What follows belongs to an exercise in optimizing a design on an open flow for small area; a production flow would make more cautious choices.
Function was checked by simulation only, so behaviour that the tests miss may differ from the original.
No activity file was given, so power comes from the tool's default toggle rates.

==> branch quartz: inputs <==
Design mic_array_cic, start of the top module:
module mic_array_cic(clk, rst_n, pdm_in, filter_out, out_valid);
	input clk;
	input rst_n;			 
	input [15:0] pdm_in;
	output [255:0] filter_out;
	output out_valid;
	reg [3:0] ph;			 
	reg       first;		 
	reg [3:1] vm;			 
	reg       vld;
	always @(posedge clk) begin
		if (!rst_n) begin
			ph    <= 4'd13;
			first <= 1'b1;
			vm    <= 3'd0;
			vld   <= 1'b0;
		end
		else begin
			ph    <= (ph == 4'd13) ? 4'd0 : ph + 4'd1;
			first <= 1'b0;
			if (ph == 4'd13 && !first)
				vm <= {vm[2:1], 1'b1};
			vld   <= (ph == 4'd13);
		end
	end
	assign out_valid = vld;
	wire load = first | (ph == 4'd0);
	wire [9:0]  c0, c3, c03;
	wire [11:0] c1, c2, c12;
	mic_cicfilter_connection coef(.ph(ph), .v({vm, ~first}),
		.c0(c0), .c3(c3), .c03(c03), .c1(c1), .c2(c2), .c12(c12));
	genvar g;
	generate
		for (g = 0; g < 16; g = g + 1) begin : ch
			cic_filter f(.clk(clk), .in_data(pdm_in[g]), .load(load),
				.c0(c0), .c3(c3), .c03(c03), .c1(c1), .c2(c2), .c12(c12),
				.out_data(filter_out[16*g +: 16]));
		end
	endgenerate
endmodule
==> module cic_filter, before the edit <==
module cic_filter (
	clk,
	in_data,
	load,
	c0, c3, c03,
	c1, c2, c12,
	out_data);
	input		clk;
	input		in_data;		 
	input		load;			 
	input	[9:0]	c0, c3, c03;
	input	[11:0]	c1, c2, c12;
	output	[15:0]	out_data;
	reg [42:0] dl;
	reg [16:0] acc;
	wire b0 = dl[0], b1 = dl[14], b2 = dl[28], b3 = dl[42];
	wire [9:0]  a = ({10{b0 & ~b3}} & c0) | ({10{~b0 & b3}} & c3) | ({10{b0 & b3}} & c03);
	wire [11:0] b = ({12{b1 & ~b2}} & c1) | ({12{~b1 & b2}} & c2) | ({12{b1 & b2}} & c12);
	wire [16:0] p  = load ? 17'd0 : acc;
	wire [16:0] na = ~{7'd0, a};
	wire [16:0] nb = ~{5'd0, b};
	wire [16:0] s  = p ^ na ^ nb;
	wire [16:0] cy = (p & na) | (p & nb) | (na & nb);
	wire [16:0] q  = {cy[15:0], 1'b1};
	wire [17:0] c;
	wire [16:0] sum;
	assign c[0] = 1'b1;
	genvar i;
	generate
		for (i = 0; i < 17; i = i + 1) begin : rc
			assign sum[i]   = s[i] ^ q[i] ^ c[i];
			assign c[i+1] = (s[i] & q[i]) | (s[i] & c[i]) | (q[i] & c[i]);
		end
	endgenerate
	always @(posedge clk) begin
		dl  <= {dl[41:0], in_data};
		acc <= sum;
	end
	assign out_data = acc[16:1];
endmodule
==> module mic_cicfilter_connection, before the edit <==
module mic_cicfilter_connection (ph, v, c0, c3, c03, c1, c2, c12);
	input  [3:0]  ph;
	input  [3:0]  v;
	output [9:0]  c0, c3, c03;
	output [11:0] c1, c2, c12;
	reg [10:0] h0, h1, h2, h3;
	always @(*) begin
		case (ph)
		4'd0: begin h0 = 11'd560; h1 = 11'd1820; h2 = 11'd364; h3 = 11'd0; end
		4'd1: begin h0 = 11'd455; h1 = 11'd1834; h2 = 11'd455; h3 = 11'd0; end
		4'd2: begin h0 = 11'd364; h1 = 11'd1820; h2 = 11'd560; h3 = 11'd0; end
		4'd3: begin h0 = 11'd286; h1 = 11'd1781; h2 = 11'd676; h3 = 11'd1; end
		4'd4: begin h0 = 11'd220; h1 = 11'd1720; h2 = 11'd800; h3 = 11'd4; end
		4'd5: begin h0 = 11'd165; h1 = 11'd1640; h2 = 11'd929; h3 = 11'd10; end
		4'd6: begin h0 = 11'd120; h1 = 11'd1544; h2 = 11'd1060; h3 = 11'd20; end
		4'd7: begin h0 = 11'd84; h1 = 11'd1435; h2 = 11'd1190; h3 = 11'd35; end
		4'd8: begin h0 = 11'd56; h1 = 11'd1316; h2 = 11'd1316; h3 = 11'd56; end
		4'd9: begin h0 = 11'd35; h1 = 11'd1190; h2 = 11'd1435; h3 = 11'd84; end
		4'd10: begin h0 = 11'd20; h1 = 11'd1060; h2 = 11'd1544; h3 = 11'd120; end
		4'd11: begin h0 = 11'd10; h1 = 11'd929; h2 = 11'd1640; h3 = 11'd165; end
		4'd12: begin h0 = 11'd4; h1 = 11'd800; h2 = 11'd1720; h3 = 11'd220; end
		4'd13: begin h0 = 11'd1; h1 = 11'd676; h2 = 11'd1781; h3 = 11'd286; end
		default: begin h0 = 11'd0; h1 = 11'd0; h2 = 11'd0; h3 = 11'd0; end
		endcase
	end
	wire [10:0] e0 = v[0] ? h0 : 11'd0;
	wire [10:0] e1 = v[1] ? h1 : 11'd0;
	wire [10:0] e2 = v[2] ? h2 : 11'd0;
	wire [10:0] e3 = v[3] ? h3 : 11'd0;
	wire [11:0] s03 = e0 + e3;
	wire [11:0] s12 = e1 + e2;
	assign c0  = e0[9:0];
	assign c3  = e3[9:0];
	assign c03 = s03[9:0];
	assign c1  = {1'b0, e1};
	assign c2  = {1'b0, e2};
	assign c12 = s12;
endmodule
clock: 10.0 ns
lec_check: 0
cap_margin: 20
core_margin: 2
core_utilization: 40
slew_margin: 20
run.sh (not shown) runs the stock make flow with config.mk's settings and CLKGATE_MAP_FILE= SYNTH_SCRIPT=/design/flow/synth_recipe.tcl, a recipe that flattens the netlist after the stock synthesis.
==> inputs of branch indigo, as changes to branch quartz <==
==> flow/design.v (replaced) <==
module cic_filter (
	clk,
	in_data,
	load,
	c0, c3, c03,
	c1, c2, c12,
	out_data);
	input		clk;
	input		in_data;		 
	input		load;			 
	input	[9:0]	c0, c3, c03;
	input	[11:0]	c1, c2, c12;
	output	[15:0]	out_data;
	reg [41:1]  dl;			 
	reg         s0, s3, s03;	 
	reg         s1, s2, s12;	 
	reg [16:0]  acc;
	wire d0  = s0 | s03;		 
	wire d14 = s1 | s12;		 
	wire d28 = s2 | s12;		 
	wire [9:0]  a = ({10{s0}} & c0) | ({10{s3}} & c3) | ({10{s03}} & c03);
	wire [11:0] b = ({12{s1}} & c1) | ({12{s2}} & c2) | ({12{s12}} & c12);
	wire [16:0] p  = load ? 17'd0 : acc;
	wire [16:0] na = ~{7'd0, a};
	wire [16:0] nb = ~{5'd0, b};
	wire [16:0] s  = p ^ na ^ nb;
	wire [16:0] cy = (p & na) | (p & nb) | (na & nb);
	wire [16:0] q  = {cy[15:0], 1'b1};
	wire [17:0] c;
	wire [16:0] sum;
	assign c[0] = 1'b1;
	genvar i;
	generate
		for (i = 0; i < 17; i = i + 1) begin : rc
			assign sum[i]   = s[i] ^ q[i] ^ c[i];
			assign c[i+1] = (s[i] & q[i]) | (s[i] & c[i]) | (q[i] & c[i]);
		end
	endgenerate
	always @(posedge clk) begin
		dl  <= {dl[40:29], d28, dl[27:15], d14, dl[13:1], d0};
		s0  <= in_data & ~dl[41];
		s3  <= ~in_data & dl[41];
		s03 <= in_data & dl[41];
		s1  <= dl[13] & ~dl[27];
		s2  <= ~dl[13] & dl[27];
		s12 <= dl[13] & dl[27];
		acc <= sum;
	end
	assign out_data = acc[16:1];
endmodule
module mic_cicfilter_connection (ph, v, c0, c3, c03, c1, c2, c12);
	input  [3:0]  ph;
	input  [3:0]  v;
	output [9:0]  c0, c3, c03;
	output [11:0] c1, c2, c12;
	reg [9:0]  h0, h3, h03;
	reg [11:0] h1, h2, h12;
	always @(*) begin
		case (ph)
		4'd0: begin h0 = 10'd560; h3 = 10'd0; h03 = 10'd560; h1 = 12'd1820; h2 = 12'd364; h12 = 12'd2184; end
		4'd1: begin h0 = 10'd455; h3 = 10'd0; h03 = 10'd455; h1 = 12'd1834; h2 = 12'd455; h12 = 12'd2289; end
		4'd2: begin h0 = 10'd364; h3 = 10'd0; h03 = 10'd364; h1 = 12'd1820; h2 = 12'd560; h12 = 12'd2380; end
		4'd3: begin h0 = 10'd286; h3 = 10'd1; h03 = 10'd287; h1 = 12'd1781; h2 = 12'd676; h12 = 12'd2457; end
		4'd4: begin h0 = 10'd220; h3 = 10'd4; h03 = 10'd224; h1 = 12'd1720; h2 = 12'd800; h12 = 12'd2520; end
		4'd5: begin h0 = 10'd165; h3 = 10'd10; h03 = 10'd175; h1 = 12'd1640; h2 = 12'd929; h12 = 12'd2569; end
		4'd6: begin h0 = 10'd120; h3 = 10'd20; h03 = 10'd140; h1 = 12'd1544; h2 = 12'd1060; h12 = 12'd2604; end
		4'd7: begin h0 = 10'd84; h3 = 10'd35; h03 = 10'd119; h1 = 12'd1435; h2 = 12'd1190; h12 = 12'd2625; end
		4'd8: begin h0 = 10'd56; h3 = 10'd56; h03 = 10'd112; h1 = 12'd1316; h2 = 12'd1316; h12 = 12'd2632; end
		4'd9: begin h0 = 10'd35; h3 = 10'd84; h03 = 10'd119; h1 = 12'd1190; h2 = 12'd1435; h12 = 12'd2625; end
		4'd10: begin h0 = 10'd20; h3 = 10'd120; h03 = 10'd140; h1 = 12'd1060; h2 = 12'd1544; h12 = 12'd2604; end
		4'd11: begin h0 = 10'd10; h3 = 10'd165; h03 = 10'd175; h1 = 12'd929; h2 = 12'd1640; h12 = 12'd2569; end
		4'd12: begin h0 = 10'd4; h3 = 10'd220; h03 = 10'd224; h1 = 12'd800; h2 = 12'd1720; h12 = 12'd2520; end
		4'd13: begin h0 = 10'd1; h3 = 10'd286; h03 = 10'd287; h1 = 12'd676; h2 = 12'd1781; h12 = 12'd2457; end
		default: begin h0 = 10'd0; h3 = 10'd0; h03 = 10'd0; h1 = 12'd0; h2 = 12'd0; h12 = 12'd0; end
		endcase
	end
	assign c0  = v[0] ? h0 : 10'd0;
	assign c3  = v[3] ? h3 : 10'd0;
	assign c03 = v[3] ? h03 : c0;
	assign c1  = v[1] ? h1 : 12'd0;
	assign c2  = v[2] ? h2 : 12'd0;
	assign c12 = v[2] ? h12 : c1;
endmodule
module mic_array_cic(clk, rst_n, pdm_in, filter_out, out_valid);
	input clk;
	input rst_n;			 
	input [15:0] pdm_in;
	output [255:0] filter_out;
	output out_valid;
	reg [3:0] ph;			 
	reg       first;		 
	reg [3:1] vm;			 
	reg       vld;
	always @(posedge clk) begin
		if (!rst_n) begin
			ph    <= 4'd13;
			first <= 1'b1;
			vm    <= 3'd0;
			vld   <= 1'b0;
		end
		else begin
			ph    <= (ph == 4'd13) ? 4'd0 : ph + 4'd1;
			first <= 1'b0;
			if (ph == 4'd13 && !first)
				vm <= {vm[2:1], 1'b1};
			vld   <= (ph == 4'd13);
		end
	end
	assign out_valid = vld;
	wire load = first | (ph == 4'd0);
	wire [9:0]  c0, c3, c03;
	wire [11:0] c1, c2, c12;
	mic_cicfilter_connection coef(.ph(ph), .v({vm, ~first}),
		.c0(c0), .c3(c3), .c03(c03), .c1(c1), .c2(c2), .c12(c12));
	genvar g;
	generate
		for (g = 0; g < 16; g = g + 1) begin : ch
			cic_filter f(.clk(clk), .in_data(pdm_in[g]), .load(load),
				.c0(c0), .c3(c3), .c03(c03), .c1(c1), .c2(c2), .c12(c12),
				.out_data(filter_out[16*g +: 16]));
		end
	endgenerate
endmodule
==> comparison table <==
item                                                                branch quartz  branch indigo
Outcome                                          no timing/DRC/antenna violations  no timing/DRC/antenna violations
Number of nets in the layout                                                 4276           3735
Source of the worst register-to-register timing path                        ph[0]          ph[1]
Clock latency of the later-clocked register in the worst-skew pair        0.70 ns        0.69 ns
Stages on the worst setup path                                                 33             22
Largest net degree at the start of global routing                              91             49
Cell-internal power                                                       8960 uW        9440 uW
Power of the combinational group                                          5030 uW        4990 uW
Vias after detailed routing                                                 27.1k          25.0k
Number of iterations in the first detailed-routing pass                         7             13
Net switching fraction of the power                                         35.2%          34.5%
Stage delay of the slowest cell on the critical path                      0.63 ns        0.83 ns
CTS Buf Count                                                                  95             98
Detailed router's first-iteration violation count                            2651           3484

==> re-timing with driven ports <==
The results above use ideal ports. As a check the final layouts listed here were re-extracted and re-timed, cells and wires unchanged.
Step 1 assumes that a clkbuf_16 drives the clock port and a buf_2 every other input.
Step 2 adds t to the input delays and takes it off the output delays; t is the mean of the earliest and latest rising clock arrival at the registers after step 1. Input paths then give back, and output paths get back, about the clock's delay inside the block.
Three values: no drivers, after step 1, after step 2; two values: the first two.
run	t (ns)	setup slack, ns	hold WS [ns]	worst setup path at the end
branch quartz	0.750	0.589 / 0.589 / 0.589	0.305 / 0.305 / 0.305	register to register
branch indigo	0.738	1.043 / 1.043 / 1.043	0.303 / 0.303 / 0.303	register to register
After both steps every run listed still meets setup and hold.
